This is an optimization exercise on Yosys and OpenROAD, whose aim is small area, a short achievable clock period and few clock cycles, not a production implementation.
In this exercise RTL edits were held to simulation tests only and were not proved equivalent to the original.
No activity file was given, so power comes from the tool's default toggle rates.

## flow/design.v (module list and top-level ports; edited modules follow where they fit)
// module hsid_sqsum: 838 lines
// module hsid_accsum: 364 lines
// module hsid_main: 325 lines
module hsid_main #(
    parameter WORD_WIDTH = 32,
    parameter DATA_WIDTH = 16,
    parameter DATA_WIDTH_MUL = 32,
    parameter DATA_WIDTH_ACC = 40,
    parameter BUFFER_WIDTH = 2,
    parameter HSP_BANDS_WIDTH = 7,
    parameter HSP_LIBRARY_WIDTH = 6
  ) (
    input logic clk,
    input logic rst_n,
    input logic clear,
    input logic band_data_in_valid,
    input logic [WORD_WIDTH-1:0] band_data_in,
    input logic [HSP_LIBRARY_WIDTH-1:0] hsp_library_size_in,
    input logic [HSP_BANDS_WIDTH-1:0] hsp_bands_in,
    output logic [HSP_LIBRARY_WIDTH-1:0] mse_min_ref,
    output logic [HSP_LIBRARY_WIDTH-1:0] mse_max_ref,
    output logic [WORD_WIDTH-1:0] mse_min_value,
    output logic [WORD_WIDTH-1:0] mse_max_value,
    input logic start,
    output logic done,
    output logic idle,
    output logic ready,
    output logic error,
    output logic cancelled
  );
  // ...
==> flow/flow/run.sh <==
#!/bin/bash
# The standard layout, with timing repair aimed at a shorter period than the
# 10 ns constraint (setup margin), faster port buffers, and free gate sizing.
set -o pipefail
bash standard.sh SETUP_SLACK_MARGIN=6.8 MATCH_CELL_FOOTPRINT=0 \
  "BUFFER_PORTS_ARGS=-buffer_cell sky130_fd_sc_hd__buf_2" finish > flow.log 2>&1
==> flow/standard.sh <==
#!/bin/bash
# synth_recipe.tcl (not shown) runs the flow's synth.tcl, then flattens the netlist and writes it again
# the make line also repeats each setting of config.mk as NAME=value (left out here)
make -C /OpenROAD-flow-scripts/flow DESIGN_CONFIG=/design/flow/config.mk WORK_HOME=/design/flow/orfs CLKGATE_MAP_FILE= SYNTH_SCRIPT=/design/flow/synth_recipe.tcl "${@:-finish}"
==> flow/config.mk <==
export PLATFORM = sky130hd
export DESIGN_NAME = hsid_main
export DESIGN_NICKNAME = hsid_main
export VERILOG_FILES = /design/flow/design.v
export SDC_FILE = /design/flow/constraint.sdc
export NUM_CORES = 4
export LEC_CHECK = 0
export ABC_CLOCK_PERIOD_IN_PS = 2500
export CAP_MARGIN = 20
export CORE_MARGIN = 2
export CORE_UTILIZATION = 60
export CTS_CLUSTER_DIAMETER = 100
export CTS_CLUSTER_SIZE = 30
export SLEW_MARGIN = 20
==> flow/constraint.sdc <==
create_clock -name core_clock -period 10.0 [get_ports {clk}]
set_input_delay 2.0000 -clock core_clock [delete_from_list [all_inputs] [get_ports {clk}]]
set_output_delay 2.0000 -clock core_clock [all_outputs]
set_load 0.01 [all_outputs]
==> metrics.yaml, run 1 <==
p_per_area_nw_per_um2: 219
yosys.area.top_type_share_pct: 63.7
layout_common_cells: "2339 x dfxtp_1, 506 x inv_1, 312 x fa_1"
hold_viol: 0
multi_input_area_um2: 20000
worstSkewPairLatency_ps: 740
nets: 6099
clockPowerShare_pct: 27.0
grt_pass1_vias: 35400
start_kind: "register"
status: "finished clean"
synthSimpleGateAreaFrac_pct: 6.67
multi_input_cells: 2189
seq_area_um2: 52400
reg2reg_to: "accsum.rows[16]$_DFF_P_"
die_y_um: 356
drive_gt1_share_pct: 10.0
highest_layer: "met5"
setup_tns_ps: 0
routed-via-count: 34800
pin_count: 131
clock.fmax_mhz: 296
ys_warn_count: 1
synth.area.top_cells: "dfxtp_1 64%, fa_1 8.4%, edfxtp_1 4.9%, ha_1 3.6%, mux2_2 2.8%"
syn_avg_cell_area_um2: 13.9
Testbench counts, summed over its fixed seeds: cycles 85,157.
==> run 2, diff against run 1 <==
--- a/flow/config.mk
+++ b/flow/config.mk
@@ -6,4 +6,5 @@
 export NUM_CORES = 4
 export LEC_CHECK = 0
+export ABC_AREA = 1
 export ABC_CLOCK_PERIOD_IN_PS = 2500
 export CAP_MARGIN = 20
==> metrics.yaml, run 2 <==
die-area_um2: 129000
coreArea_um2: 125000
cp_num_buf_inv: 1
dp.cells: 8095
drtIter0Drc: 2420
vdd_drop_max_mv: 0.232
cap_violations: 0
start_util_pct: 60.3
cp.arrival_ps: 1420
yosys.area.top_type_share_pct: 62.8  # -0.94 points
die_w_um: 359
ant_nets: 0
grtUsageMet1_pct: 30.7
pin_count: 131  # unchanged
overflow: 0
grt_max_degree: 80
hold_viol: 0  # unchanged
routed_via_density: 4.77
setup_tns_ps: 0  # unchanged
rsz0062_at_grt: "yes"
placedInstanceArea_um2: 77900
setup_viol: 0
grt_pass1_wl_um: 219000
syn_avg_cell_area_um2: 11.7  # -16%
relSlewSlack_pct: 26.8
p_per_area_nw_per_um2: 279  # +28%
ys_ff_latch: 2541
yosysSeqAreaShare_pct: 69.2
yosys.area.top_type: "dfxtp_1"
place.port_buffers: 130
fin_skew_ps: 63.5
routed-via-count: 39300  # +13%
cts_tree: "built"
drc: 0
worstSkewPairLatency_ps: 760  # +20 ps
layout_common_cells: "2346 x dfxtp_1, 1112 x nand2_1, 975 x inv_1"
cts_root_buffer: "clkbuf_16"
critical_path_class: "reg2out"
fin_cells: 8248
clockBufferDepth: 3
synth_cells: 6442
crit_slowest_cell: "edfxtp_1"
syn_nets: 7020
drive_gt1_share_pct: 5.58  # -4.4 points
cpPeakStageDelay_ps: 480
required_ps: 8000
status: "finished clean"
final_cell_area_um2: 81100
wl_per_cell_um: 16.6
post-synth-top-count-cell: "dfxtp_1"
async_flop_share_pct: 1.89
synth-main-ff-cell: "dfxtp_1"
period_share_pct: 34.2
top_regs: "seg5 (1024), seg4 (512), seg3 (256)"
path_cells: "buf_2"
holdCritPathClass: "reg2reg"
synth_edf_count: 122
ys_warn_count: 1  # unchanged
die_y_um: 359  # +0.74%
grt_use_met3_pct: 3.22
synth.top_cells.by_count: "2371 x dfxtp_1, 1112 x nand2_1, 979 x inv_1"
antenna_found_initial: 7
largest_reg_flops: 1024
drt_wl_total_um: 137000
grt_most_used_layer: "met2"
critPathMaxFanout: 2
cts_buffers: 97
min_period_ps: 3420
clock_sinks: 2541
worst_setup_path_end_kind: "output port"
ys_types: 50
gp_congestion: 0.936
grt_pass1_vias: 39700  # +12%
nets: 7147  # +17%
power.leakage_nw: 38.0
top_register: "seg5"
maxSlewViolCount: 0
clk_pin_slew_ps: 110
rows: 130
ctsHoldBuffers: 0
areaGrowthSynthToFinish_pct: 7.17
dp_hpwl_um: 95800
cts_max_level: 3
path_delay_family: "flip-flops"
grtUsageTotal_pct: 21.6
mappedNetlistArea_um2: 75600
start_kind: "register"
clock.fmax_mhz: 293  # -1.0%
gr-usage-met2_pct: 34.7
worstMarginPinSlew_ps: 1100
dr.pass1.iters: 6
synth.area.top_cells: "dfxtp_1 63%, fa_1 8.3%, nand2_1 5.5%, inv_1 4.9%, edfxtp_1 4.8%"
final_common_cell: "dfxtp_1"
## run 2: where the power goes
part	switching, mW	internal (mW)	leakage, nW
clock	2.89	1.85	1.35
combinational	1.93	0.991	15.1
sequential	1.06	13.9	21.6
total	5.88	16.8	38.0
## run 2: worst paths after layout
path | startpoint | to | slack [ps] | depth (start not counted)
setup / recovery | mse_max_value[30]$_DFFE_PP_ | mse_max_value[30] | 6580 | 1
hold / removal | seg3[192]$_DFF_P_ | seg3[224]$_DFF_P_ | 300 | 0
setup reg to reg | m0[9]$_SDFF_PN0_ | accsum.rows[17]$_DFF_P_ | 6910 | 9
hold reg to reg | seg3[192]$_DFF_P_ | seg3[224]$_DFF_P_ | 300 | 0
max in group asynchronous | rst_n | in_capv$_DFF_PN0_ | 8160 | 2
min in group asynchronous | rst_n | error$_DFF_PN0_ | 1330 | 2
## run 2: routing by layer
layer  routed length, µm  up-vias
li1                    -    19800
met1               65500    18700
met2               61700      691
met3                5850      196
met4                3900        0
met5                   0        -
## run 2: worst register-to-register path: cells and delay by family (launching register included)
| kind | cells | cell delay [ps] |
|---|---|---|
| buffers and inverters | 4 | 450 |
| adders and majority gates | 4 | 2050 |
| DFF | 1 | 340 |
| and+or+nand+nor | 1 | 140 |
## run 2: cell families after synthesis
logic type,share of synthesized area [%]
DFF,69.2
and+or+nand+nor,8.69
buffers and inverters,5.80
adders and majority gates,11.8
AOI/OAI and AO/OA,3.76
xor gates and xnor gates,0.718
muxes,0.0149
## run 2: area by class of cell
class	instances	area, µm²
Multi-Input combinational cell	2752	18900
Antenna cell	6	15.0
Inverter	997	3750
Tap cell	1650	2060
Fill cell	9848	44400
Clock inverter	13	255
Timing Repair Buffer	180	1130
Sequential cell	2541	52400
Clock buffer	109	2520
## run 2: stage by stage
step | util, % | hold WS (ps) | power, mW | worst slack, ps
2_1_floorplan | - | 310 | 16.9 | 6820
3_3_place_gp | 62.1 | 310 | 18.0 | 6490
3_5_place_dp | 62.1 | 312 | 18.2 | 6420
4_1_cts | 64.5 | 288 | 22.9 | 6540
5_1_grt | 64.6 | 288 | 24.0 | 6520
6_report | 64.6 | 303 | 22.6 | 6580
## run 2: timing repair
| item | in CTS | in global routing |
|---|---|---|
| setup endpoints to repair | 100 | 121 |
| pin swaps | 0 | 1 |
| resized for setup | 34 | 28 |
| setup buffers | 19 | 6 |
==> run 3, diff against run 2 <==
--- a/flow/config.mk
+++ b/flow/config.mk
@@ -6,9 +6,8 @@
 export NUM_CORES = 4
 export LEC_CHECK = 0
-export ABC_AREA = 1
 export ABC_CLOCK_PERIOD_IN_PS = 2500
 export CAP_MARGIN = 20
 export CORE_MARGIN = 2
-export CORE_UTILIZATION = 60
+export CORE_UTILIZATION = 70
 export CTS_CLUSTER_DIAMETER = 100
 export CTS_CLUSTER_SIZE = 30
==> metrics.yaml, run 3 <==
status: "finished clean"
ys_ff_latch: 2541  # unchanged
reg2reg_to: "dh7$_DFFE_PP_"
yosysSeqAreaShare_pct: 70.2  # +1.0 points
seq_area_um2: 52400  # about the same
synth_edf_count: 122  # unchanged
drt_wl_total_um: 125000  # -8.9%
top_register: "seg5"
cp.arrival_ps: 1360  # -60 ps
routed_via_density: 5.08  # +6.5%
cts_max_level: 3  # unchanged
p_per_area_nw_per_um2: 219  # -22%
grt_max_degree: 80  # unchanged
ant_nets: 0  # unchanged
holdPathEnd: "seg5[151]$_DFF_P_"
drc: 0  # unchanged
relSlewSlack_pct: 33.7  # +6.9 points
setup_tns_ps: 0  # unchanged
cp_num_buf_inv: 2  # +1
dr.pass1.iters: 16  # +10
start_util_pct: 70.7  # +10 points
routed-via-count: 35200  # -10%
cts_buffers: 95  # -2.1%
multi_input_area_um2: 20000  # +5.4%
die_y_um: 330  # -8.0%
start_kind: "register"
post-synth-top-count-cell: "dfxtp_1"
grtUsageTotal_pct: 23.3  # +1.7 points
gp_congestion: 0.850  # -9.2%
r2r_slack_ps: 6920  # about the same
place.port_buffers: 130  # unchanged
syn_avg_cell_area_um2: 13.9  # +19%
place_ws_ps: 6170  # -255 ps
clk_pin_slew_ps: 120  # about the same
fill_cells: 6605  # -33%
top_regs: "seg5 (1024), seg4 (512), seg3 (256)"
r2r_start: "acc_s[2]$_DFF_P_"
wl_per_cell_um: 18.0  # +8.3%
cap_violations: 0  # unchanged
maxSlewViolCount: 0  # unchanged
rows: 119  # -8.5%
critPathMaxFanout: 2  # unchanged
synth.area.top_cells: "dfxtp_1 64%, fa_1 8.4%, edfxtp_1 4.9%, ha_1 3.6%, mux2_2 2.8%"
overflow: 0  # unchanged
critical_path_class: "reg2out"
drive_gt1_share_pct: 9.96  # +4.4 points
ctsHoldBuffers: 0  # unchanged
cts_root_buffer: "clkbuf_16"
vdd_drop_max_mv: 0.253  # +9.1%
synth_cells: 5353  # -17%
fin_skew_ps: 47.9  # -15.6 ps
grt_pass1_wl_um: 198000  # -9.4%
syn_nets: 5931  # -16%
synth-main-ff-cell: "dfxtp_1"
holdCritPathClass: "reg2reg"
clock_sinks: 2541  # unchanged
final_common_cell: "dfxtp_1"
ys_warn_count: 1  # unchanged
min_period_ps: 3360  # -53.0 ps
r2r.worst_path.cells: 10  # +1
worstSkewPairLatency_ps: 720  # -40 ps
synth.top_cells.by_count: "2371 x dfxtp_1, 506 x inv_1, 312 x fa_1"
power.leakage_nw: 34.4  # -9.5%
cts_tree: "built"
crit_slowest_cell: "dfrtp_1"
setup_viol: 0  # unchanged
drtIter0Drc: 1896  # -22%
worstMarginPinSlew_ps: 985  # -112 ps
clockBufferDepth: 3  # unchanged
grt_pass1_vias: 36400  # -8.2%
largest_reg_flops: 1024  # unchanged
pin_count: 131  # unchanged
rsz0062_at_grt: "yes"
clock.fmax_mhz: 297  # +1.6%
ys_types: 77  # +54%
layout_common_cells: "2337 x dfxtp_1, 506 x inv_1, 312 x fa_1"
worst_setup_path_end_kind: "output port"
cpPeakStageDelay_ps: 450  # -30 ps
die-area_um2: 109000  # -15%
hold_depth: 0  # unchanged
setup_ws_ps: 6640  # +53.0 ps
nets: 6099  # -15%
areaGrowthSynthToFinish_pct: 7.10  # about the same
die_w_um: 330  # -8.0%
yosys.area.top_type_share_pct: 63.7  # +0.94 points
yosys.area.top_type: "dfxtp_1"
path_delay_family: "flip-flops"
hp-start: "seg5[119]$_DFF_P_"
required_ps: 8000  # about the same
antenna_found_initial: 4  # -3
hold_viol: 0  # unchanged
period_share_pct: 33.6  # -0.53 points
async_flop_share_pct: 1.89  # unchanged
path_cells: "inv_1 -> buf_2"
coreArea_um2: 105000  # -16%
mappedNetlistArea_um2: 74500  # -1.5%
dp_hpwl_um: 81800  # -15%
-- run 3: changes by cell type in the layout (fill, tap and decap cells not counted), sizes merged, moves of 117 or more --
cell,delta
nand2,-930
nor2,-191
and2,+253
inv,-488
mux2,+186
nand2b,+117
-- run 3: worst max-delay path by stage --
stage / slack (ps) / cells after the start / startpoint / to
after floorplan: 6850 / 7 / band_data_in_valid / busy_q$_DFF_PN0_
after global placement: 6230 / 6 / clear / busy_q$_DFF_PN0_
after detailed placement: 6170 / 6 / clear / busy_q$_DFF_PN0_
after CTS: 6570 / 2 / busy_q$_DFF_PN0_ / idle
after global routing: 6570 / 2 / busy_q$_DFF_PN0_ / idle
final: 6640 / 2 / busy_q$_DFF_PN0_ / idle
-- run 3: through the flow --
| step | util [%] | power [mW] | cell area (µm²) | hold slack, ps | instances |
|---|---|---|---|---|---|
| 6_report | 75.7 | 17.5 | 79800 | 297 | 6935 |
| 5_1_grt | 75.7 | 18.2 | 79800 | 322 | 6932 |
| 4_1_cts | 75.4 | 17.6 | 79500 | 302 | 6910 |
| 3_5_place_dp | 72.7 | 13.0 | 76600 | 312 | 6770 |
| 3_3_place_gp | 72.7 | 12.9 | 76600 | 310 | 6770 |
| 2_1_floorplan | - | 12.5 | 74600 | 310 | 5353 |
-- run 3: timing repair --
action | CTS | global route
cloned | 0 | 0
setup buffers | 23 | 22
setup endpoints to repair | 135 | 177
gates resized for setup | 41 | 39
pin swaps | 2 | 6
-- run 3: power by group --
part / switching, mW / total, mW / internal [mW]
combinational: 0.823 / 1.54 / 0.719
sequential: 0.336 / 11.3 / 10.9
clock: 2.84 / 4.65 / 1.81
-- run 3: area by class of cell --
cell class	count	share of cell area, %
tap	1391	2.18
timing repair buffer	189	1.50
multi-input combinational	2188	25.0
inverter	506	2.38
clock buffer	107	3.13
antenna	3	0.00941
sequential	2541	65.6
clock inverter	10	0.171
-- run 3: cell families (layout without fill, tap and decap cells) --
group / after synthesis / after routing / synth area share [%]
multiplexers: 194 / 194 / 2.92
AND/OR/NAND/NOR: 929 / 929 / 6.67
flip-flops: 2541 / 2541 / 70.2
buffers and inverters: 624 / 812 / 3.16
XOR/XNOR: 133 / 133 / 1.56
adder cells (fa/ha/maj): 528 / 528 / 12.0
other: 0 / 3 / 0
AO/OA/AOI/OAI: 404 / 404 / 3.46
-- run 3: metal layers --
layer | wire (µm) | track usage [%] | vias to the layer above
li1 | - | - | 17200
met1 | 58800 | 33.4 | 17300
met2 | 58600 | 38.2 | 512
met3 | 4290 | 2.86 | 193
met4 | 3000 | 6.12 | 0
met5 | 0 | 0 | -
==> run 4, diff against run 3 <==
==> flow/flow/run.sh (replaced) <==
#!/bin/bash
# The standard layout, with timing repair aimed at a shorter period than the
# 10 ns constraint (setup margin), faster port buffers and free gate sizing.
# Between synthesis and floorplan, inverters around full adders are reduced
# (flow/bubble.py); the result is checked for equivalence with Yosys and
# dropped if the check fails.
set -o pipefail
ARGS=(SETUP_SLACK_MARGIN=6.8 MATCH_CELL_FOOTPRINT=0 "BUFFER_PORTS_ARGS=-buffer_cell sky130_fd_sc_hd__buf_2")
bash standard.sh "${ARGS[@]}" synth > synth.log 2>&1 || exit 1
R=orfs/results/sky130hd/hsid_main/base
mkdir -p bub
cp $R/1_synth.odb bub/1_synth_std.odb
( cd bub
  ODB_IN=1_synth_std.odb DUMP_OUT=dump.txt openroad -no_init -exit ../flow/dump.tcl > dump.log 2>&1 &&
  python3 ../flow/bubble.py dump.txt edits.tcl > bubble.log 2>&1 &&
  ODB_IN=1_synth_std.odb EDITS=edits.tcl ODB_OUT=1_synth_bub.odb V_OUT=gate_raw.v \
    openroad -no_init -exit ../flow/apply.tcl > apply.log 2>&1 &&
  ODB_IN=1_synth_std.odb openroad -no_init -exit <(echo 'read_db $::env(ODB_IN); write_verilog gold_raw.v') > gold.log 2>&1 &&
  sed 's/^module hsid_main/module gold/' gold_raw.v > gold.v &&
  sed 's/^module hsid_main/module gate/' gate_raw.v > gate.v &&
  timeout 1200 yosys -q ../flow/eq.ys > eq.log 2>&1 && echo EQUIV_OK >> eq.log
) 
if grep -q EQUIV_OK bub/eq.log 2>/dev/null; then
  cp bub/1_synth_bub.odb $R/1_synth.odb
  echo "bubble: applied" > bub/result.log
else
  echo "bubble: not applied" > bub/result.log
fi
touch $R/1_synth.odb; touch $R/1_synth.sdc
bash standard.sh "${ARGS[@]}" finish > flow.log 2>&1
==> flow/flow/apply.tcl (new file) <==
# Applies bubble.py's edits to an odb and writes it, with its Verilog.
read_db $::env(ODB_IN)
source $::env(EDITS)
write_db $::env(ODB_OUT)
write_verilog $::env(V_OUT)
==> flow/flow/bubble.py (new file) <==
#!/usr/bin/env python3
"""Inverter bubble pushing through full adders.

A full adder is self-dual: FA(~a, ~b, ~c) = ~FA(a, b, c) on both outputs. Yosys's
extract_fa leaves many inverters between full adders. This picks, for every
full adder, whether to use it flipped (inputs and outputs inverted) so that as
few inverters as possible are needed, then rebuilds the inverters: at most one
per signal. The logic function of the netlist is unchanged.

usage: bubble.py dump.txt edits.tcl
dump.txt lines:  I inst master pin iotype net   |   P port iotype net
"""
import sys
from collections import defaultdict

FA = "sky130_fd_sc_hd__fa_1"
INV_PREFIX = ("sky130_fd_sc_hd__inv_", "sky130_fd_sc_hd__clkinv_")
INV = "sky130_fd_sc_hd__inv_1"

master = {}
pins = defaultdict(dict)          # inst -> pin -> net
out_pins = defaultdict(set)
net_drv = {}                      # net -> (inst, pin) or ('PORT', name)
net_loads = defaultdict(list)     # net -> [(inst, pin)] ; ports as ('PORT', name)
port_nets = set()
for line in open(sys.argv[1]):
    f = line.split()
    if f[0] == "I":
        _, inst, m, pin, io, net = f
        master[inst] = m
        pins[inst][pin] = net
        if io == "OUTPUT":
            out_pins[inst].add(pin)
            net_drv[net] = (inst, pin)
        else:
            net_loads[net].append((inst, pin))
    else:
        _, port, io, net = f
        port_nets.add(net)
        if io == "INPUT":
            net_drv[net] = ("PORT", port)
        else:
            net_loads[net].append(("PORT", port))

is_inv = {i for i, m in master.items() if m.startswith(INV_PREFIX)}
# inverters that drive a port net are kept as they are
kept = {i for i in is_inv if pins[i]["Y"] in port_nets}
movable = is_inv - kept


def lit(net):
    """(base net, polarity) of a net, looking back through movable inverters."""
    pol = 0
    seen = 0
    while True:
        d = net_drv.get(net)
        if d and d[0] in movable:
            net = pins[d[0]]["A"]
            pol ^= 1
            seen += 1
            assert seen < 100
        else:
            return net, pol


# every load pin of a non-inverter (or kept inverter) cell and every output port
loads = []   # (base, pol, load_inst or None)
for net, ls in net_loads.items():
    for (inst, pin) in ls:
        if inst != "PORT" and inst in movable:
            continue
        b, p = lit(net)
        loads.append((b, p, inst, pin))

fas = [i for i, m in master.items() if m == FA]
fixed = set()
for f in fas:
    for p in ("SUM", "COUT"):
        n = pins[f].get(p)
        if n is None or n in port_nets:
            fixed.add(f)
phi = {f: 0 for f in fas}

drv_fa = {}
for f in fas:
    for p in ("SUM", "COUT"):
        if p in pins[f]:
            drv_fa[pins[f][p]] = f

by_base = defaultdict(list)       # base -> indices of loads
for k, (b, p, inst, pin) in enumerate(loads):
    by_base[b].append(k)
fa_in_loads = defaultdict(list)   # fa -> load indices of its input pins
for k, (b, p, inst, pin) in enumerate(loads):
    if inst in phi:
        fa_in_loads[inst].append(k)


def phys(k):
    b, p, inst, pin = loads[k]
    v = p
    if inst in phi:
        v ^= phi[inst]
    d = drv_fa.get(b)
    if d is not None:
        v ^= phi[d]
    return v


def need(b):
    return any(phys(k) for k in by_base[b])


def affected(f):
    s = set(loads[k][0] for k in fa_in_loads[f])
    for p in ("SUM", "COUT"):
        if p in pins[f]:
            s.add(pins[f][p])
    return s


def cost():
    return sum(1 for b in by_base if need(b))


c0 = cost()
improved = True
rounds = 0
while improved and rounds < 20:
    improved = False
    rounds += 1
    for f in fas:
        if f in fixed:
            continue
        aff = affected(f)
        before = sum(need(b) for b in aff)
        phi[f] ^= 1
        after = sum(need(b) for b in aff)
        if after < before:
            improved = True
        else:
            phi[f] ^= 1
c1 = cost()
sys.stderr.write(f"inverters: {len(movable)} movable ({len(kept)} kept); "
                 f"cost before {c0}, after {c1}; flipped {sum(phi.values())} of {len(fas)} FAs\n")

# edits
out = ["set block [ord::get_db_block]",
       f"set invm [[ord::get_db] findMaster {INV}]",
       "proc pinof {i p} { return [[[ord::get_db_block] findInst $i] findITerm $p] }",
       "proc netof {n} { return [[ord::get_db_block] findNet $n] }"]
for i in sorted(movable):
    out.append(f"odb::dbInst_destroy [$block findInst {{{i}}}]")
newnet = {}
cnt = 0
for b in sorted(by_base):
    if need(b):
        cnt += 1
        nn = f"bub_n{cnt}"
        newnet[b] = nn
        out.append(f"set n [odb::dbNet_create $block {nn}]")
        out.append(f"set i [odb::dbInst_create $block $invm bub_inv{cnt}]")
        out.append(f"[$i findITerm A] connect [netof {{{b}}}]")
        out.append(f"[$i findITerm Y] connect $n")
for k, (b, p, inst, pin) in enumerate(loads):
    target = newnet[b] if phys(k) else b
    if inst == "PORT":
        # output port: its net must be the signal itself
        assert phys(k) == 0 and b in port_nets or target == b, (b, inst, pin)
        continue
    cur = pins[inst][pin]
    if cur != target:
        out.append(f"set it [pinof {{{inst}}} {pin}]; $it disconnect; $it connect [netof {{{target}}}]")
# remove nets left without any connection
old_nets = set(pins[i]["Y"] for i in movable)
for n in sorted(old_nets):
    out.append(f"set n [netof {{{n}}}]; if {{$n != \"NULL\" && [llength [$n getITerms]] == 0 && [llength [$n getBTerms]] == 0}} {{ odb::dbNet_destroy $n }}")
open(sys.argv[2], "w").write("\n".join(out) + "\n")
==> flow/flow/dump.tcl (new file) <==
# Writes the netlist of an odb as lines "I inst master pin iotype net" and
# "P port iotype net".
read_db $::env(ODB_IN)
set block [ord::get_db_block]
set f [open $::env(DUMP_OUT) w]
foreach inst [$block getInsts] {
  set m [[$inst getMaster] getName]
  foreach it [$inst getITerms] {
    set n [$it getNet]
    if {$n == "NULL"} continue
    set mt [$it getMTerm]
    if {[$mt getSigType] != "SIGNAL"} continue
    puts $f "I [$inst getName] $m [$mt getName] [$mt getIoType] [$n getName]"
  }
}
foreach bt [$block getBTerms] {
  puts $f "P [$bt getName] [$bt getIoType] [[$bt getNet] getName]"
}
close $f
==> flow/flow/eq.ys (new file) <==
# Equivalence of the netlist before (gold.v) and after (gate.v) the edits.
read_liberty -ignore_miss_func /OpenROAD-flow-scripts/flow/platforms/sky130hd/lib/sky130_fd_sc_hd__tt_025C_1v80.lib
read_verilog gold.v
read_verilog gate.v
flatten gold gate
async2sync
rename -hide gate/w:_* gate/w:bub_*
rename -hide gold/w:_*
opt_clean
equiv_make gold gate equiv
hierarchy -top equiv
equiv_simple -seq 2
equiv_induct
equiv_status -assert
==> metrics.yaml, run 4 <==
dp_hpwl_um: 82600  # +1.0%
r2r_start: "acc_s[2]$_DFF_P_"
cp_num_buf_inv: 2  # unchanged
holdPathEnd: "seg5[114]$_DFF_P_"
fin_skew_ps: 45.2  # -2.66 ps
cts_tree: "built"
routed-via-count: 34600  # -1.6%
seq_area_um2: 52400  # about the same
r2r.worst_path.cells: 10  # unchanged
grt_max_degree: 80  # unchanged
highest_layer: "met5"
setup_tns_ps: 0  # unchanged
start_util_pct: 70.9  # +0.17 points
clk_pin_slew_ps: 100  # -20 ps
cpPeakStageDelay_ps: 450  # about the same
worstSkewPairLatency_ps: 730  # about the same
rows: 118  # -0.84%
syn_nets: 5700  # -3.9%
drive_gt1_share_pct: 10.3  # +0.33 points
die_y_um: 328  # -0.58%
path_delay_family: "flip-flops"
reg2reg_to: "dh7$_DFFE_PP_"
overflow: 0  # unchanged
drt_wl_total_um: 128000  # +2.9%
wl_per_cell_um: 19.2  # +6.7%
coreArea_um2: 104000  # -1.4%
p_total_mw: 17.5  # about the same
dr_wl_met2_um: 60600  # +3.5%
critPathMaxFanout: 2  # unchanged
cap_violations: 0  # unchanged
vdd_drop_max_mv: 0.243  # -4.0%
setup_viol: 0  # unchanged
grtUsageTotal_pct: 24.2  # +0.81 points
drtIter0Drc: 1932  # +1.9%
drt-met1-wl_um: 58600  # -0.30%
crit_slowest_cell: "dfrtp_1"
drc: 0  # unchanged
power.leakage_nw: 34.6  # +0.49%
die-area_um2: 108000  # -1.2%
clockBufferDepth: 3  # unchanged
nets: 5865  # -3.8%
p_per_area_nw_per_um2: 222  # +1.3%
fill_cells: 6315  # -4.4%
synth_cells: 5122  # -4.3%
largest_reg_flops: 1024  # unchanged
pin_count: 131  # unchanged
hold_viol: 0  # unchanged
layout_common_cells: "2340 x dfxtp_1, 312 x fa_1, 275 x inv_1"
hp-start: "seg5[82]$_DFF_P_"
status: "finished clean"
clock.fmax_mhz: 296  # -0.28%
final_common_cell: "dfxtp_1"
top_regs: "seg5 (1024), seg4 (512), seg3 (256)"
routed_via_density: 5.18  # +2.0%
areaGrowthSynthToFinish_pct: 7.06  # about the same
holdCritPathClass: "reg2reg"
die_w_um: 328  # -0.58%
fin_cells: 6689  # -3.5%
cp.arrival_ps: 1370  # about the same
wl_met3_um: 5610  # +31%
dp.cells: 6529  # -3.6%
startpoint: "busy_q$_DFF_PN0_"
ant_nets: 0  # unchanged
worst_setup_path_end_kind: "output port"
critical_path_class: "reg2out"
grt_pass1_wl_um: 200000  # +1.0%
place.port_buffers: 130  # unchanged
min_period_ps: 3370  # +9.51 ps
hold_depth: 0  # unchanged
antenna_found_initial: 14  # +10
clock_sinks: 2541  # unchanged
path_cells: "inv_1 -> buf_2"
maxSlewViolCount: 0  # unchanged
cts_max_level: 3  # unchanged
cts_buffers: 95  # unchanged
grt_pass1_vias: 35500  # -2.6%
r2r_slack_ps: 6850  # -70 ps
multi_input_area_um2: 20000  # about the same
start_kind: "register"
relSlewSlack_pct: 27.6  # -6.1 points
ys_warn_count: 1  # unchanged
rsz0062_at_grt: "yes"
dr.pass1.iters: 6  # -10
top_register: "seg5"
syn_avg_cell_area_um2: 14.4  # +3.3%
period_share_pct: 33.7  # +0.095 points
worstMarginPinSlew_ps: 1080  # +98.5 ps
path_depth: 2  # unchanged
cts_root_buffer: "clkbuf_16"
required_ps: 8000  # about the same
gp_congestion: 0.850  # about the same
mappedNetlistArea_um2: 73700  # -1.2%
==> run 4: worst reg2reg max path, cell delays in order (launching register included) <==
cell and delay (ps):
dfxtp_1 340, ha_1 370, o21ai_0 370, o21ai_0 250, a21oi_2 290, o211ai_1 140, buf_4 190, a31o_2 310
a2111oi_1 380, nor3_1 140, xnor2_1 140
==> run 4: repair_timing <==
item / in CTS / in global routing
pin swaps: 3 / 2
resized for setup: 34 / 37
hold buffers: 0 / 0
buffers inserted: 22 / 19
endpoints found under the setup margin: 131 / 171
==> run 4: area by class of cell <==
| type | instances | area share, % |
|---|---|---|
| multi-input combinational | 2188 | 25.3 |
| clock buffer | 108 | 3.12 |
| sequential | 2541 | 66.4 |
| tap | 1380 | 2.19 |
| inverter | 275 | 1.31 |
| clock inverter | 9 | 0.175 |
| antenna | 2 | 0.00635 |
| timing repair buffer | 186 | 1.47 |
==> run 4: per-stage QoR <==
step                setup WS [ps]  hold slack, ps  cell area (µm²)  utilization (%)
floorplan                    6850             310            73700                -
global placement             6160             310            75700             72.9
detailed placement           6130             312            75700             72.9
CTS                          6570             307            78600             75.6
global route                 6550             318            78800             75.9
finish                       6630             309            78900             75.9
==> run 4: per-layer routing <==
| layer | up-vias | GRT usage [%] |
|---|---|---|
| met3 | 190 | 3.44 |
| met1 | 17000 | 34.5 |
| li1 | 16700 | - |
| met4 | 2 | 6.85 |
| met5 | - | 0 |
| met2 | 668 | 39.0 |
==> run 4: worst max path at each step <==
| stage | endpoint |
|---|---|
| after floorplan | busy_q$_DFF_PN0_ |
| after global placement | busy_q$_DFF_PN0_ |
| after detailed placement | busy_q$_DFF_PN0_ |
| after CTS | idle |
| after global routing | idle |
| final | idle |
==> run 4: power breakdown <==
| part | switching (mW) | total, mW | internal (mW) |
|---|---|---|---|
| clock | 2.85 | 4.64 | 1.78 |
| combinational | 0.840 | 1.56 | 0.722 |
| sequential | 0.341 | 11.3 | 10.9 |
==> run 5, diff against run 4 <==
--- a/flow/flow/run.sh
+++ b/flow/flow/run.sh
@@ -6,5 +6,5 @@
 # dropped if the check fails.
 set -o pipefail
-ARGS=(SETUP_SLACK_MARGIN=6.8 MATCH_CELL_FOOTPRINT=0 "BUFFER_PORTS_ARGS=-buffer_cell sky130_fd_sc_hd__buf_2")
+ARGS=(SETUP_SLACK_MARGIN=7.0 MATCH_CELL_FOOTPRINT=0 "BUFFER_PORTS_ARGS=-buffer_cell sky130_fd_sc_hd__buf_2")
 bash standard.sh "${ARGS[@]}" synth > synth.log 2>&1 || exit 1
 R=orfs/results/sky130hd/hsid_main/base
--- a/flow/config.mk
+++ b/flow/config.mk
@@ -6,5 +6,5 @@
 export NUM_CORES = 4
 export LEC_CHECK = 0
-export ABC_CLOCK_PERIOD_IN_PS = 2500
+export ABC_CLOCK_PERIOD_IN_PS = 3500
 export CAP_MARGIN = 20
 export CORE_MARGIN = 2
==> metrics.yaml, run 5 <==
required_ps: 8000  # about the same
die-area_um2: 108000  # unchanged
top_regs: "seg5 (1024), seg4 (512), seg3 (256)"
grt_max_degree: 80  # unchanged
power_switching_share_pct: 23.1  # about the same
comb_power_share_pct: 9.0  # about the same
routed-via-count: 34600  # +0.023%
drt_wl_total_um: 129000  # +0.49%
die_w_um: 328  # unchanged
worstSkewPairLatency_ps: 730  # about the same
ctsHoldBuffers: 0  # unchanged
min_period_ps: 3350  # -22.6 ps
clk_pin_slew_ps: 110  # about the same
power.leakage_nw: 34.7  # +0.21%
place.port_buffers: 130  # unchanged
rsz0062_at_grt: "yes"
period_share_pct: 33.5  # -0.23 points
r2r.worst_path.cells: 7  # -3
grt_pass1_wl_um: 203000  # +1.4%
nets: 5869  # +0.068%
relSlewSlack_pct: 33.5  # +5.8 points
largest_reg_flops: 1024  # unchanged
drc: 0  # unchanged
cp_num_buf_inv: 1  # -1
routed_via_density: 5.18  # about the same
top_register: "seg5"
areaGrowthSynthToFinish_pct: 7.38
r2r_slack_ps: 7080  # +230 ps
layout_common_cells: "2337 x dfxtp_1, 310 x fa_1, 274 x inv_1"
cts_buffers: 95  # unchanged
path_cells: "buf_2"
vdd_drop_max_mv: 0.234  # -3.5%
clock.fmax_mhz: 298  # +0.68%
setup_tns_ps: 0  # unchanged
final_common_cell: "dfxtp_1"
fin_skew_ps: 34.2  # -11.0 ps
coreArea_um2: 104000  # unchanged
gp_congestion: 0.847  # -0.28%
p_sw_mw: 4.04  # +0.26%
status: "finished clean"
critPathMaxFanout: 2  # unchanged
ys_warn_count: 1  # unchanged
p_per_area_nw_per_um2: 221  # -0.12%
synth_cells: 5122  # unchanged
wl_per_cell_um: 19.3  # +0.43%
rows: 118  # unchanged
holdCritPathClass: "reg2reg"
intPower_mw: 13.5  # +0.16%
p_total_mw: 17.5  # +0.18%
holdWs_ps: 314  # +5.32 ps
seq_area_um2: 52400  # +0.12%
hold_depth: 0  # unchanged
start_kind: "register"
grt_pass1_vias: 36000  # +1.4%
drtIter0Drc: 1986  # +2.8%
path_depth: 1  # -1
dr.pass1.iters: 5  # -1
clock_sinks: 2541  # unchanged
syn_avg_cell_area_um2: 14.4  # unchanged
cp.arrival_ps: 1350  # -20 ps
cap_violations: 0  # unchanged
die_y_um: 328  # unchanged
cpPeakStageDelay_ps: 460  # about the same
cts_max_level: 3  # unchanged
fill_cells: 6308  # -0.11%
critical_path_class: "reg2out"
start_util_pct: 70.9  # unchanged
seqPwrFrac_pct: 64.4  # about the same
mappedNetlistArea_um2: 73700  # unchanged
grtUsageTotal_pct: 24.5  # +0.32 points
cts_root_buffer: "clkbuf_16"
setup_viol: 0  # unchanged
dp_hpwl_um: 83000  # +0.50%
overflow: 0  # unchanged
clockPowerShare_pct: 26.6  # about the same
path_delay_family: "flip-flops"
pin_count: 131  # unchanged
crit_slowest_cell: "edfxtp_1"
maxSlewViolCount: 0  # unchanged
syn_nets: 5700  # unchanged
clockBufferDepth: 3  # unchanged
drive_gt1_share_pct: 10.7  # +0.37 points
worst_setup_path_end_kind: "output port"
hold_viol: 0  # unchanged
cts_tree: "built"
antenna_found_initial: 8  # -6
ant_nets: 0  # unchanged
worstMarginPinSlew_ps: 997  # -87.3 ps
multi_input_area_um2: 20000  # +0.46%
-- run 5: changes by cell type in the layout (fill, tap and decap cells not counted), sizes merged --
cell / change
clkinv: -4
buf: +2
inv: +2
bufinv: +1
clkbuf: +1
clkinvlp: +2
-- run 5: repair_timing --
action / 4_1_cts / 5_1_grt
hold endpoints to repair: 0 / 0
buffers inserted: 25 / 20
endpoints found under the setup margin: 205 / 167
gates resized for setup: 56 / 75
pin swaps: 7 / 4
-- run 5: path summary, 6_finish.rpt --
check	start	to
hold / removal	seg5[43]$_DFF_P_	seg5[75]$_DFF_P_
max in group asynchronous	rst_n	ready$_DFF_PN0_
min in group asynchronous	rst_n	phn[0]$_DFF_PN0_
hold reg to reg	seg5[43]$_DFF_P_	seg5[75]$_DFF_P_
setup / recovery	mse_max_value[29]$_DFFE_PP_	mse_max_value[29]
setup reg to reg	m0[9]$_SDFF_PN0_	accsum.rows[16]$_DFF_P_
-- run 5: routing by layer --
| layer | share of wire (%) | wire, µm | GRT usage [%] | up-vias |
|---|---|---|---|---|
| li1 | - | - | - | 16700 |
| met1 | 45 | 58400 | 34.3 | 17100 |
| met2 | 48 | 61400 | 40.0 | 656 |
| met3 | 4.6 | 5890 | 4.23 | 188 |
| met4 | 2.6 | 3350 | 6.41 | 2 |
| met5 | 0.010 | 13 | 0 | - |
-- run 5: through the flow --
stage	cells	util (%)	setup slack [ps]	instance area, µm²
floorplan	5122	-	6850	73700
global placement	6529	72.9	6170	75700
detailed placement	6529	72.9	6160	75700
CTS	6671	75.7	6590	78700
global route	6691	76.1	6590	79100
finish	6693	76.1	6650	79100
-- run 5: power groups by stage --
stage	combinational (mW)	sequential [mW]	clock, mW
global route	1.76	11.3	5.11
CTS	1.56	11.3	4.77
finish	1.57	11.3	4.66
global placement	1.46	11.5	0
floorplan	1.17	11.3	0
detailed placement	1.51	11.5	0
-- run 5: final cells by class --
cell class / instances / area share (%)
well taps: 1380 / 2.18
flip-flops and latches: 2541 / 66.3
clock inverters: 10 / 0.204
clock buffers: 107 / 3.09
diodes: 2 / 0.00633
multi-input cells: 2188 / 25.3
inverters: 275 / 1.31
repair buffers: 190 / 1.56
==> run 6, diff against run 5 <==
--- a/flow/config.mk
+++ b/flow/config.mk
@@ -6,5 +6,5 @@
 export NUM_CORES = 4
 export LEC_CHECK = 0
-export ABC_CLOCK_PERIOD_IN_PS = 3500
+export ABC_CLOCK_PERIOD_IN_PS = 5000
 export CAP_MARGIN = 20
 export CORE_MARGIN = 2
==> metrics.yaml, run 6 <==
final_common_cell: "dfxtp_1"
worst_setup_path_end_kind: "output port"
ctsHoldBuffers: 0  # unchanged
path_cells: "buf_2"
drc: 0  # unchanged
grt_pass1_wl_um: 203000  # unchanged
p_total_mw: 17.5  # unchanged
reg2reg_to: "accsum.rows[16]$_DFF_P_"
drive_gt1_share_pct: 10.7  # unchanged
clk_pin_slew_ps: 110  # about the same
gp_congestion: 0.847  # unchanged
cts_max_level: 3  # unchanged
cts_buffers: 95  # unchanged
grtUsageTotal_pct: 24.5  # unchanged
syn_avg_cell_area_um2: 14.4  # unchanged
routed_via_density: 5.18  # unchanged
synth_cells: 5122  # unchanged
top_regs: "seg5 (1024), seg4 (512), seg3 (256)"
fin_cells: 6693  # unchanged
clock_sinks: 2541  # unchanged
power.leakage_nw: 34.7  # unchanged
place.port_buffers: 130  # unchanged
syn_nets: 5700  # unchanged
crit_end: "mse_max_value[29]"
place_ws_ps: 6160  # unchanged
cpPeakStageDelay_ps: 460  # about the same
routed-via-count: 34600  # unchanged
worstMarginPinSlew_ps: 997  # unchanged
crit_slowest_cell: "edfxtp_1"
placedInstanceArea_um2: 75700  # unchanged
holdWs_ps: 314  # unchanged
path_delay_family: "flip-flops"
hold_viol: 0  # unchanged
setup_tns_ps: 0  # unchanged
overflow: 0  # unchanged
min_period_ps: 3350  # unchanged
cts_root_buffer: "clkbuf_16"
dp.cells: 6529  # unchanged
r2r_start: "m0[9]$_SDFF_PN0_"
relSlewSlack_pct: 33.5  # unchanged
status: "finished clean"
critPathMaxFanout: 2  # unchanged
period_share_pct: 33.5  # unchanged
fin_skew_ps: 34.2  # unchanged
wl_per_cell_um: 19.3  # unchanged
dr.pass1.iters: 5  # unchanged
maxSlewViolCount: 0  # unchanged
grt_pass1_vias: 36000  # unchanged
setup_viol: 0  # unchanged
startpoint: "mse_max_value[29]$_DFFE_PP_"
drt_wl_total_um: 129000  # unchanged
path_depth: 1  # unchanged
setup_ws_ps: 6650  # unchanged
ys_warn_count: 1  # unchanged
coreArea_um2: 104000  # unchanged
mappedNetlistArea_um2: 73700  # unchanged
top_register: "seg5"
fin_util_pct: 76.1  # unchanged
critical_path_class: "reg2out"
r2r_slack_ps: 7080  # about the same
required_ps: 8000  # about the same
rows: 118  # unchanged
drtIter0Drc: 1986  # unchanged
cts_tree: "built"
areaGrowthSynthToFinish_pct: 7.38  # unchanged
dp_hpwl_um: 83000  # unchanged
ant_nets: 0  # unchanged
die-area_um2: 108000  # unchanged
largest_reg_flops: 1024  # unchanged
rsz0062_at_grt: "yes"
start_kind: "register"
nets: 5869  # unchanged
die_w_um: 328  # unchanged
r2r.worst_path.cells: 7  # unchanged
cp.arrival_ps: 1350  # about the same
clockBufferDepth: 3  # unchanged
worstSkewPairLatency_ps: 730  # about the same
cp_num_buf_inv: 1  # unchanged
antenna_found_initial: 8  # unchanged
holdCritPathClass: "reg2reg"
layout_common_cells: "2337 x dfxtp_1, 310 x fa_1, 274 x inv_1"
final_cell_area_um2: 79100  # unchanged
clock.fmax_mhz: 298  # unchanged
pin_count: 131  # unchanged
grt_max_degree: 80  # unchanged
die_y_um: 328  # unchanged
start_util_pct: 70.9  # unchanged
cap_violations: 0  # unchanged
p_per_area_nw_per_um2: 221  # unchanged
vdd_drop_max_mv: 0.234  # unchanged
## run 6: how the worst min path moves through the flow
stage                           start                 to  slack (ps)  cells past startpoint
floorplan                s1_f$_DFF_P_       s2_f$_DFF_P_         310                      0
global placement    seg5[709]$_DFF_P_  seg5[741]$_DFF_P_         310                      0
detailed placement       s1_f$_DFF_P_       s2_f$_DFF_P_         310                      0
CTS                 seg3[118]$_DFF_P_  seg3[150]$_DFF_P_         310                      0
global route        seg5[407]$_DFF_P_  seg5[439]$_DFF_P_         320                      0
finish               seg5[43]$_DFF_P_   seg5[75]$_DFF_P_         310                      0
## run 6: final cells by class
cell class	instances	area, µm²
repair buffers	190	1230
clock buffers	107	2440
fillers	6308	24900
multi-input cells	2188	20000
diodes	2	5.00
well taps	1380	1730
flip-flops and latches	2541	52400
inverters	275	1040
clock inverters	10	161
## run 6: where the power goes
part / total, mW / internal, mW / switching, mW
Combinational: 1.57 / 0.729 / 0.845
Clock: 4.66 / 1.80 / 2.86
Sequential: 11.3 / 10.9 / 0.339
## run 6: routing by layer
metal	routed length, µm	vias to the layer above	GRT usage (%)
met3	5890	188	4.23
met4	3350	2	6.41
li1	-	16700	-
met2	61400	656	40.0
met1	58400	17100	34.3
met5	13	-	0
## run 6: timing repair
| item | CTS | global route |
|---|---|---|
| resized for setup | 56 | 75 |
| endpoints found under the hold margin | 0 | 0 |
| endpoints found under the setup margin | 205 | 167 |
| pin swaps | 7 | 4 |
| buffers inserted | 25 | 20 |
==> run 7, diff against run 6 <==
--- a/flow/config.mk
+++ b/flow/config.mk
@@ -6,5 +6,5 @@
 export NUM_CORES = 4
 export LEC_CHECK = 0
-export ABC_CLOCK_PERIOD_IN_PS = 5000
+export ABC_CLOCK_PERIOD_IN_PS = 2500
 export CAP_MARGIN = 20
 export CORE_MARGIN = 2
==> metrics.yaml, run 7 <==
status: "finished clean"
gp_congestion: 0.847  # unchanged
final_common_cell: "dfxtp_1"
clk_pin_slew_ps: 110  # about the same
worstSkewPairLatency_ps: 730  # about the same
layout_common_cells: "2337 x dfxtp_1, 310 x fa_1, 274 x inv_1"
path_delay_family: "flip-flops"
critPathMaxFanout: 2  # unchanged
largest_reg_flops: 1024  # unchanged
drtIter0Drc: 1986  # unchanged
grtUsageTotal_pct: 24.5  # unchanged
rsz0062_at_grt: "yes"
dp_hpwl_um: 83000  # unchanged
grt_pass1_wl_um: 203000  # unchanged
setup_viol: 0  # unchanged
mappedNetlistArea_um2: 73700  # unchanged
placedInstanceArea_um2: 75700  # unchanged
path_cells: "buf_2"
setup_tns_ps: 0  # unchanged
p_per_area_nw_per_um2: 221  # unchanged
syn_nets: 5700  # unchanged
routed-via-count: 34600  # unchanged
setup_ws_ps: 6650  # unchanged
drc: 0  # unchanged
antenna_found_initial: 8  # unchanged
worst_setup_path_end_kind: "output port"
drt_wl_total_um: 129000  # unchanged
top_register: "seg5"
cpPeakStageDelay_ps: 460  # about the same
critical_path_class: "reg2out"
areaGrowthSynthToFinish_pct: 7.38  # unchanged
maxSlewViolCount: 0  # unchanged
clock.fmax_mhz: 298  # unchanged
period_share_pct: 33.5  # unchanged
pin_count: 131  # unchanged
final_cell_area_um2: 79100  # unchanged
cap_violations: 0  # unchanged
die-area_um2: 108000  # unchanged
worstMarginPinSlew_ps: 997  # unchanged
routed_via_density: 5.18  # unchanged
clock_sinks: 2541  # unchanged
wl_per_cell_um: 19.3  # unchanged
holdCritPathClass: "reg2reg"
vdd_drop_max_mv: 0.234  # unchanged
start_util_pct: 70.9  # unchanged
die_y_um: 328  # unchanged
dr.pass1.iters: 5  # unchanged
place.port_buffers: 130  # unchanged
grt_pass1_vias: 36000  # unchanged
syn_avg_cell_area_um2: 14.4  # unchanged
cts_buffers: 95  # unchanged
hold_viol: 0  # unchanged
cp.arrival_ps: 1350  # about the same
start_kind: "register"
overflow: 0  # unchanged
min_period_ps: 3350  # unchanged
cts_root_buffer: "clkbuf_16"
top_regs: "seg5 (1024), seg4 (512), seg3 (256)"
rows: 118  # unchanged
fin_skew_ps: 34.2  # unchanged
relSlewSlack_pct: 33.5  # unchanged
power.leakage_nw: 34.7  # unchanged
ant_nets: 0  # unchanged
fill_cells: 6308  # unchanged
clockBufferDepth: 3  # unchanged
nets: 5869  # unchanged
cts_tree: "built"
required_ps: 8000  # about the same
synth_cells: 5122  # unchanged
die_w_um: 328  # unchanged
cp_num_buf_inv: 1  # unchanged
coreArea_um2: 104000  # unchanged
crit_slowest_cell: "edfxtp_1"
cts_max_level: 3  # unchanged
drive_gt1_share_pct: 10.7  # unchanged
grt_max_degree: 80  # unchanged
ys_warn_count: 1  # unchanged
place_ws_ps: 6160  # unchanged
-- run 7: through the flow --
| stage | total power, mW | instances | utilization [%] | hold WS (ps) |
|---|---|---|---|---|
| after global routing | 18.2 | 6691 | 76.1 | 318 |
| after CTS | 17.6 | 6671 | 75.7 | 309 |
| after global placement | 12.9 | 6529 | 72.9 | 309 |
| after detailed placement | 13.0 | 6529 | 72.9 | 312 |
| final | 17.5 | 6693 | 76.1 | 314 |
| after floorplan | 12.5 | 5122 | - | 310 |
-- run 7: repair_timing --
item | in CTS | in global routing
cloned | 0 | 0
endpoints found under the setup margin | 205 | 167
resized for setup | 56 | 75
setup buffers | 25 | 20
hold buffers | 0 | 0
pin swaps | 7 | 4
-- run 7: metal layers --
layer / track usage, % / vias up / wire length (µm)
li1: - / 16700 / -
met1: 34.3 / 17100 / 58400
met2: 40.0 / 656 / 61400
met3: 4.23 / 188 / 5890
met4: 6.41 / 2 / 3350
met5: 0 / - / 13
-- run 7: final cells by class --
cell class / instances / area, µm² / area share, %
antenna: 2 / 5.00 / 0.00633
clock buffer: 107 / 2440 / 3.09
clock inverter: 10 / 161 / 0.204
inverter: 275 / 1040 / 1.31
multi-input combinational: 2188 / 20000 / 25.3
sequential: 2541 / 52400 / 66.3
tap: 1380 / 1730 / 2.18
timing repair buffer: 190 / 1230 / 1.56
-- run 7: final timing paths --
check / startpoint / end / slack (ps) / cells past startpoint
worst max-delay path: mse_max_value[29]$_DFFE_PP_ / mse_max_value[29] / 6650 / 1
worst min-delay path: seg5[43]$_DFF_P_ / seg5[75]$_DFF_P_ / 310 / 0
worst max register to register: m0[9]$_SDFF_PN0_ / accsum.rows[16]$_DFF_P_ / 7080 / 7
worst min register to register: seg5[43]$_DFF_P_ / seg5[75]$_DFF_P_ / 310 / 0
max in group asynchronous: rst_n / ready$_DFF_PN0_ / 8120 / 2
min in group asynchronous: rst_n / phn[0]$_DFF_PN0_ / 1390 / 2
-- run 7: power breakdown --
| part | switching, mW | leakage, nW | total (mW) | internal (mW) |
|---|---|---|---|---|
| Combinational | 0.845 | 12.3 | 1.57 | 0.729 |
| Clock | 2.86 | 1.27 | 4.66 | 1.80 |
| Sequential | 0.339 | 21.1 | 11.3 | 10.9 |
==> run 8, diff against run 7 <==
--- a/flow/config.mk
+++ b/flow/config.mk
@@ -9,5 +9,5 @@
 export CAP_MARGIN = 20
 export CORE_MARGIN = 2
-export CORE_UTILIZATION = 70
+export CORE_UTILIZATION = 65
 export CTS_CLUSTER_DIAMETER = 100
 export CTS_CLUSTER_SIZE = 30
==> metrics.yaml, run 8 <==
status: "finished clean"
mappedNetlistArea_um2: 73700  # unchanged
setup_tns_ps: 0  # unchanged
power.leakage_nw: 34.9  # +0.58%
critPathMaxFanout: 3  # +1
setup_viol: 0  # unchanged
final_cell_area_um2: 79600  # +0.70%
overflow: 0  # unchanged
min_period_ps: 3370  # +16.5 ps
clockBufferDepth: 3  # unchanged
nets: 5895  # +0.44%
drive_gt1_share_pct: 11.3  # +0.64 points
period_share_pct: 33.7  # +0.17 points
comb_power_share_pct: 9.0  # about the same
top_regs: "seg5 (1024), seg4 (512), seg3 (256)"
worst_setup_path_end_kind: "output port"
path_delay_family: "flip-flops"
p_per_area_nw_per_um2: 221  # -0.36%
seqPwrFrac_pct: 64.1  # -0.3 points
required_ps: 8000  # about the same
place_ws_ps: 6160  # -0.670 ps
holdCritPathClass: "reg2reg"
coreArea_um2: 112000  # +8.2%
grt_pass1_vias: 35200  # -2.2%
relSlewSlack_pct: 37.3  # +3.8 points
grt_max_degree: 80  # unchanged
ys_warn_count: 1  # unchanged
cp_num_buf_inv: 1  # unchanged
gp_congestion: 0.851  # +0.40%
layout_common_cells: "2335 x dfxtp_1, 311 x fa_1, 272 x inv_1"
routed_via_density: 5.01  # -3.3%
crit_slowest_cell: "dfrtp_2"
ant_nets: 0  # unchanged
p_sw_mw: 4.02  # -0.53%
die_w_um: 341  # +3.7%
rsz0062_at_grt: "yes"
dr.pass1.iters: 5  # unchanged
rows: 123  # +4.2%
path_cells: "buf_6"
routed-via-count: 34300  # -1.1%
intPower_mw: 13.5  # +0.60%
clk_pin_slew_ps: 110  # about the same
cpPeakStageDelay_ps: 490  # +30 ps
cts_root_buffer: "clkbuf_16"
syn_avg_cell_area_um2: 14.4  # unchanged
ctsHoldBuffers: 0  # unchanged
grt_pass1_wl_um: 195000  # -3.8%
fin_skew_ps: 44.6  # +10.4 ps
clock.fmax_mhz: 297  # -0.49%
pin_count: 131  # unchanged
placedInstanceArea_um2: 75900  # +0.22%
dp_hpwl_um: 81000  # -2.4%
largest_reg_flops: 1024  # unchanged
holdWs_ps: 319  # +4.86 ps
final_common_cell: "dfxtp_1"
cts_tree: "built"
cap_violations: 0  # unchanged
syn_nets: 5700  # unchanged
die_y_um: 341  # +3.7%
start_kind: "register"
place.port_buffers: 130  # unchanged
drc: 0  # unchanged
critical_path_class: "reg2out"
drt_wl_total_um: 123000  # -4.8%
maxSlewViolCount: 0  # unchanged
fin_cells: 6842  # +2.2%
clock_sinks: 2541  # unchanged
wl_per_cell_um: 18.0  # -6.8%
cts_max_level: 3  # unchanged
areaGrowthSynthToFinish_pct: 8.13
dp.cells: 6652  # +1.9%
clockPowerShare_pct: 26.9  # +0.3 points
p_total_mw: 17.6  # +0.34%
antenna_found_initial: 8  # unchanged
grtUsageTotal_pct: 21.5  # -3.0 points
cts_buffers: 96  # +1.1%
setup_ws_ps: 6630  # -16.5 ps
top_register: "seg5"
vdd_drop_max_mv: 0.214  # -8.6%
drtIter0Drc: 1726  # -13%
worstSkewPairLatency_ps: 730  # about the same
synth_cells: 5122  # unchanged
fin_util_pct: 70.8  # -5.3 points
die-area_um2: 116000  # +7.6%
hold_viol: 0  # unchanged
power_switching_share_pct: 22.9  # -0.20 points
worstMarginPinSlew_ps: 931  # -65.5 ps
cp.arrival_ps: 1370  # +20 ps
start_util_pct: 65.5  # -5.4 points
## run 8: cell types whose count changed in the layout (fill, tap and decap cells not counted), moves of 3 or more
cell	change
buf_4	+24
inv_8	-3
dfxtp_2	+3
clkbuf_16	+5
## run 8: path summary, 6_finish.rpt
path                                    from                      end  slack, ps  cells past startpoint
setup / recovery             ready$_DFF_PN0_                    ready       6630                      1
hold / removal             seg5[215]$_DFF_P_        seg5[247]$_DFF_P_        320                      0
setup reg to reg            m0[6]$_SDFF_PN0_  accsum.rows[15]$_DFF_P_       7070                      6
hold reg to reg            seg5[215]$_DFF_P_        seg5[247]$_DFF_P_        320                      0
max in group asynchronous              rst_n           s3_v$_DFF_PN0_       8120                      2
min in group asynchronous              rst_n        in_capv$_DFF_PN0_       1390                      2
## run 8: repair_timing
action / 4_1_cts / 5_1_grt
gates cloned: 1 / 0
pin swaps: 7 / 15
gates resized for setup: 67 / 76
setup buffers: 33 / 33
endpoints found under the setup margin: 205 / 204
hold endpoints to repair: 0 / 0
## run 8: layout make-up
| cell class | instances | area (µm²) |
|---|---|---|
| clock inverters | 9 | 175 |
| flip-flops and latches | 2541 | 52400 |
| diodes | 4 | 10.0 |
| fillers | 7639 | 32900 |
| well taps | 1500 | 1880 |
| clock buffers | 110 | 2560 |
| multi-input cells | 2189 | 20100 |
| inverters | 275 | 1040 |
| repair buffers | 214 | 1440 |
## run 8: metal layers
metal	track usage [%]	vias up	share of wire, %
met5	0	-	0.0081
met4	4.85	2	1.8
met3	3.05	143	3.9
met2	34.6	541	46
met1	31.3	16800	48
li1	-	16800	-
## run 8: power by group through the flow
stage | clock, mW | combinational, mW | sequential (mW)
3_5_place_dp | 0 | 1.49 | 11.5
3_3_place_gp | 0 | 1.47 | 11.5
2_1_floorplan | 0 | 1.17 | 11.3
6_report | 4.73 | 1.57 | 11.3
5_1_grt | 5.21 | 1.77 | 11.3
4_1_cts | 4.87 | 1.55 | 11.3
==> run 9, diff against run 8 <==
--- a/flow/flow/run.sh
+++ b/flow/flow/run.sh
@@ -6,5 +6,5 @@
 # dropped if the check fails.
 set -o pipefail
-ARGS=(SETUP_SLACK_MARGIN=7.0 MATCH_CELL_FOOTPRINT=0 "BUFFER_PORTS_ARGS=-buffer_cell sky130_fd_sc_hd__buf_2")
+ARGS=(SETUP_SLACK_MARGIN=7.3 MATCH_CELL_FOOTPRINT=0 "BUFFER_PORTS_ARGS=-buffer_cell sky130_fd_sc_hd__buf_2")
 bash standard.sh "${ARGS[@]}" synth > synth.log 2>&1 || exit 1
 R=orfs/results/sky130hd/hsid_main/base
--- a/flow/config.mk
+++ b/flow/config.mk
@@ -9,5 +9,5 @@
 export CAP_MARGIN = 20
 export CORE_MARGIN = 2
-export CORE_UTILIZATION = 65
+export CORE_UTILIZATION = 70
 export CTS_CLUSTER_DIAMETER = 100
 export CTS_CLUSTER_SIZE = 30
==> metrics.yaml, run 9 <==
cp_num_buf_inv: 1  # unchanged
r2r_slack_ps: 7150  # +80 ps
grt_pass1_wl_um: 208000  # +6.3%
rows: 118  # -4.1%
p_per_area_nw_per_um2: 218  # -1.1%
areaGrowthSynthToFinish_pct: 9.75
cts_max_level: 3  # unchanged
grt_most_used_layer: "met2"
cpPeakStageDelay_ps: 470  # -20 ps
worst_setup_path_end_kind: "output port"
top_regs: "seg5 (1024), seg4 (512), seg3 (256)"
grt_pass1_vias: 37000  # +5.0%
critical_path_class: "reg2out"
syn_nets: 5700  # unchanged
clock.fmax_mhz: 299  # +0.69%
status: "finished clean"
grtUsageMet1_pct: 34.6  # +3.3 points
drtIter0Drc: 2040  # +18%
grt_max_degree: 80  # unchanged
clock_sinks: 2541  # unchanged
cts_tree: "built"
final_cell_area_um2: 80800  # +1.5%
ant_nets: 0  # unchanged
layout_common_cells: "2312 x dfxtp_1, 285 x fa_1, 261 x inv_1"
vdd_drop_max_mv: 0.302  # +41%
critPathMaxFanout: 2  # -1
r2r.worst_path.cells: 6  # unchanged
period_share_pct: 33.5  # -0.23 points
rsz0062_at_grt: "yes"
dr.pass1.iters: 5  # unchanged
min_period_ps: 3350  # -23.0 ps
holdCritPathClass: "reg2reg"
routed_via_density: 5.20  # +3.9%
fin_skew_ps: 29.5  # -15.1 ps
largest_reg_flops: 1024  # unchanged
antenna_found_initial: 6  # -2
crit_slowest_cell: "edfxtp_1"
start_kind: "register"
path_cells: "buf_2"
drt_wl_total_um: 133000  # +8.7%
required_ps: 8000  # about the same
maxSlewViolCount: 0  # unchanged
cts_root_buffer: "clkbuf_16"
grt_use_met3_pct: 3.44  # +0.39 points
dp_hpwl_um: 83000  # +2.5%
top_register: "seg5"
wl_per_cell_um: 19.7  # +9.5%
drive_gt1_share_pct: 15.4  # +4.1 points
hold_depth: 0  # unchanged
reg2reg_to: "accsum.rows[15]$_DFF_P_"
setup_viol: 0  # unchanged
final_common_cell: "dfxtp_1"
worstMarginPinSlew_ps: 902  # -29.4 ps
r2r_start: "m0[11]$_SDFF_PN0_"
nets: 5967  # +1.2%
synth_cells: 5122  # unchanged
relSlewSlack_pct: 39.9  # +2.6 points
path_delay_family: "flip-flops"
hold_viol: 0  # unchanged
clockBufferDepth: 3  # unchanged
hp-start: "s1_f$_DFF_P_"
cts_buffers: 95  # -1.0%
grtUsageTotal_pct: 25.0  # +3.5 points
mappedNetlistArea_um2: 73700  # unchanged
holdPathEnd: "s2_f$_DFF_P_"
clk_pin_slew_ps: 110  # about the same
cap_violations: 0  # unchanged
ys_warn_count: 1  # unchanged
power.leakage_nw: 35.4  # +1.5%
pin_count: 131  # unchanged
worstSkewPairLatency_ps: 710  # -20 ps
die_w_um: 328  # -3.6%
placedInstanceArea_um2: 75800  # -0.11%
gr-usage-met2_pct: 42.1  # +7.4 points
place.port_buffers: 130  # unchanged
path_depth: 1  # unchanged
die-area_um2: 108000  # -7.1%
die_y_um: 328  # -3.6%
overflow: 0  # unchanged
start_util_pct: 70.9  # +5.4 points
setup_tns_ps: 0  # unchanged
coreArea_um2: 104000  # -7.6%
syn_avg_cell_area_um2: 14.4  # unchanged
drc: 0  # unchanged
gp_congestion: 0.859  # +1.0%
cp.arrival_ps: 1350  # -20 ps
routed-via-count: 35300  # +3.1%
-- run 9: cell type report --
cell class / instances / area [µm²]
sequential: 2541 / 52500
antenna: 3 / 7.51
inverter: 275 / 1030
fill: 6096 / 23100
clock buffer: 106 / 2440
clock inverter: 10 / 181
tap: 1380 / 1730
multi-input combinational: 2188 / 20800
timing repair buffer: 288 / 2210
-- run 9: stage by stage --
stage,total power [mW],hold WS [ps],setup slack [ps],cells,util [%]
after floorplan,12.5,310,6850,5122,-
after global placement,12.9,309,6580,6529,72.9
after detailed placement,13.0,312,6560,6529,72.9
after CTS,17.6,314,6600,6739,76.7
after global routing,18.3,325,6600,6789,77.8
final,17.6,317,6650,6791,77.8
-- run 9: layer usage --
layer,vias to the layer above,wire (µm)
li1,16900,-
met1,17400,59800
met2,713,64800
met3,226,5530
met4,0,3340
met5,-,0
-- run 9: worst max-delay path by stage --
stage,slack (ps),to,from
floorplan,6850,busy_q$_DFF_PN0_,band_data_in_valid
global placement,6580,busy_q$_DFF_PN0_,clear
detailed placement,6560,busy_q$_DFF_PN0_,clear
CTS,6600,mse_max_value[26],mse_max_value[26]$_DFFE_PP_
global route,6600,idle,busy_q$_DFF_PN0_
finish,6650,mse_max_value[24],mse_max_value[24]$_DFFE_PP_
-- run 9: repair_timing --
action	in CTS	in global routing
setup endpoints to repair	324	270
gates resized for setup	167	169
pin swaps	66	67
buffers inserted	94	47
gates cloned	0	2
hold buffers	0	0
-- run 9: report_power, final --
group | total, mW | leakage (nW) | switching (mW) | internal (mW)
Clock | 4.67 | 1.28 | 2.86 | 1.82
Combinational | 1.70 | 13.0 | 0.897 | 0.804
Sequential | 11.3 | 21.1 | 0.332 | 10.9
Total | 17.6 | 35.4 | 4.09 | 13.6

## what the ideal ports hide
How much do the figures lean on ideal ports? The routed layouts below were timed once more, with nothing changed but the port constraints. Step 1: set_driving_cell puts a clkbuf_16 on clk and a buf_2 on each other input, an assumption about the parent block. Step 2, shift: input delay + t, output delay - t, t = (earliest + latest rising clock arrival at the registers) / 2. This alone moves slack from input paths to output paths. Slacks: no drivers / after step 1 / after step 2; pairs: no drivers / after step 1.
run | t (ns) | slack for setup (ns) | clock arrival spread, ns | pins driven straight from the clock port
run 1 | 0.793 | 6.617 / 6.544 / 6.167 | 0.063 / 0.063 | 1
run 2 | 0.795 | 6.582 / 6.512 / 6.371 | 0.064 / 0.065 | 1
run 3 | 0.771 | 6.635 / 6.564 / 6.361 | 0.054 / 0.054 | 1
run 4 | 0.778 | 6.626 / 6.550 / 6.339 | 0.052 / 0.052 | 1
run 5 | 0.777 | 6.648 / 6.575 / 6.477 | 0.042 / 0.042 | 1
run 6 | 0.777 | 6.648 / 6.575 / 6.477 | 0.042 / 0.042 | 1
run 7 | 0.777 | 6.648 / 6.575 / 6.477 | 0.042 / 0.042 | 1
run 8 | 0.786 | 6.632 / 6.556 / 6.388 | 0.045 / 0.045 | 1
run 9 | 0.772 | 6.655 / 6.582 / 6.632 | 0.037 / 0.037 | 1
After both steps setup and hold are still met in every run listed. For run 1, which loses most, drivers alone change the setup slack by -0.073 ns; drivers and shift together by -0.450 ns.
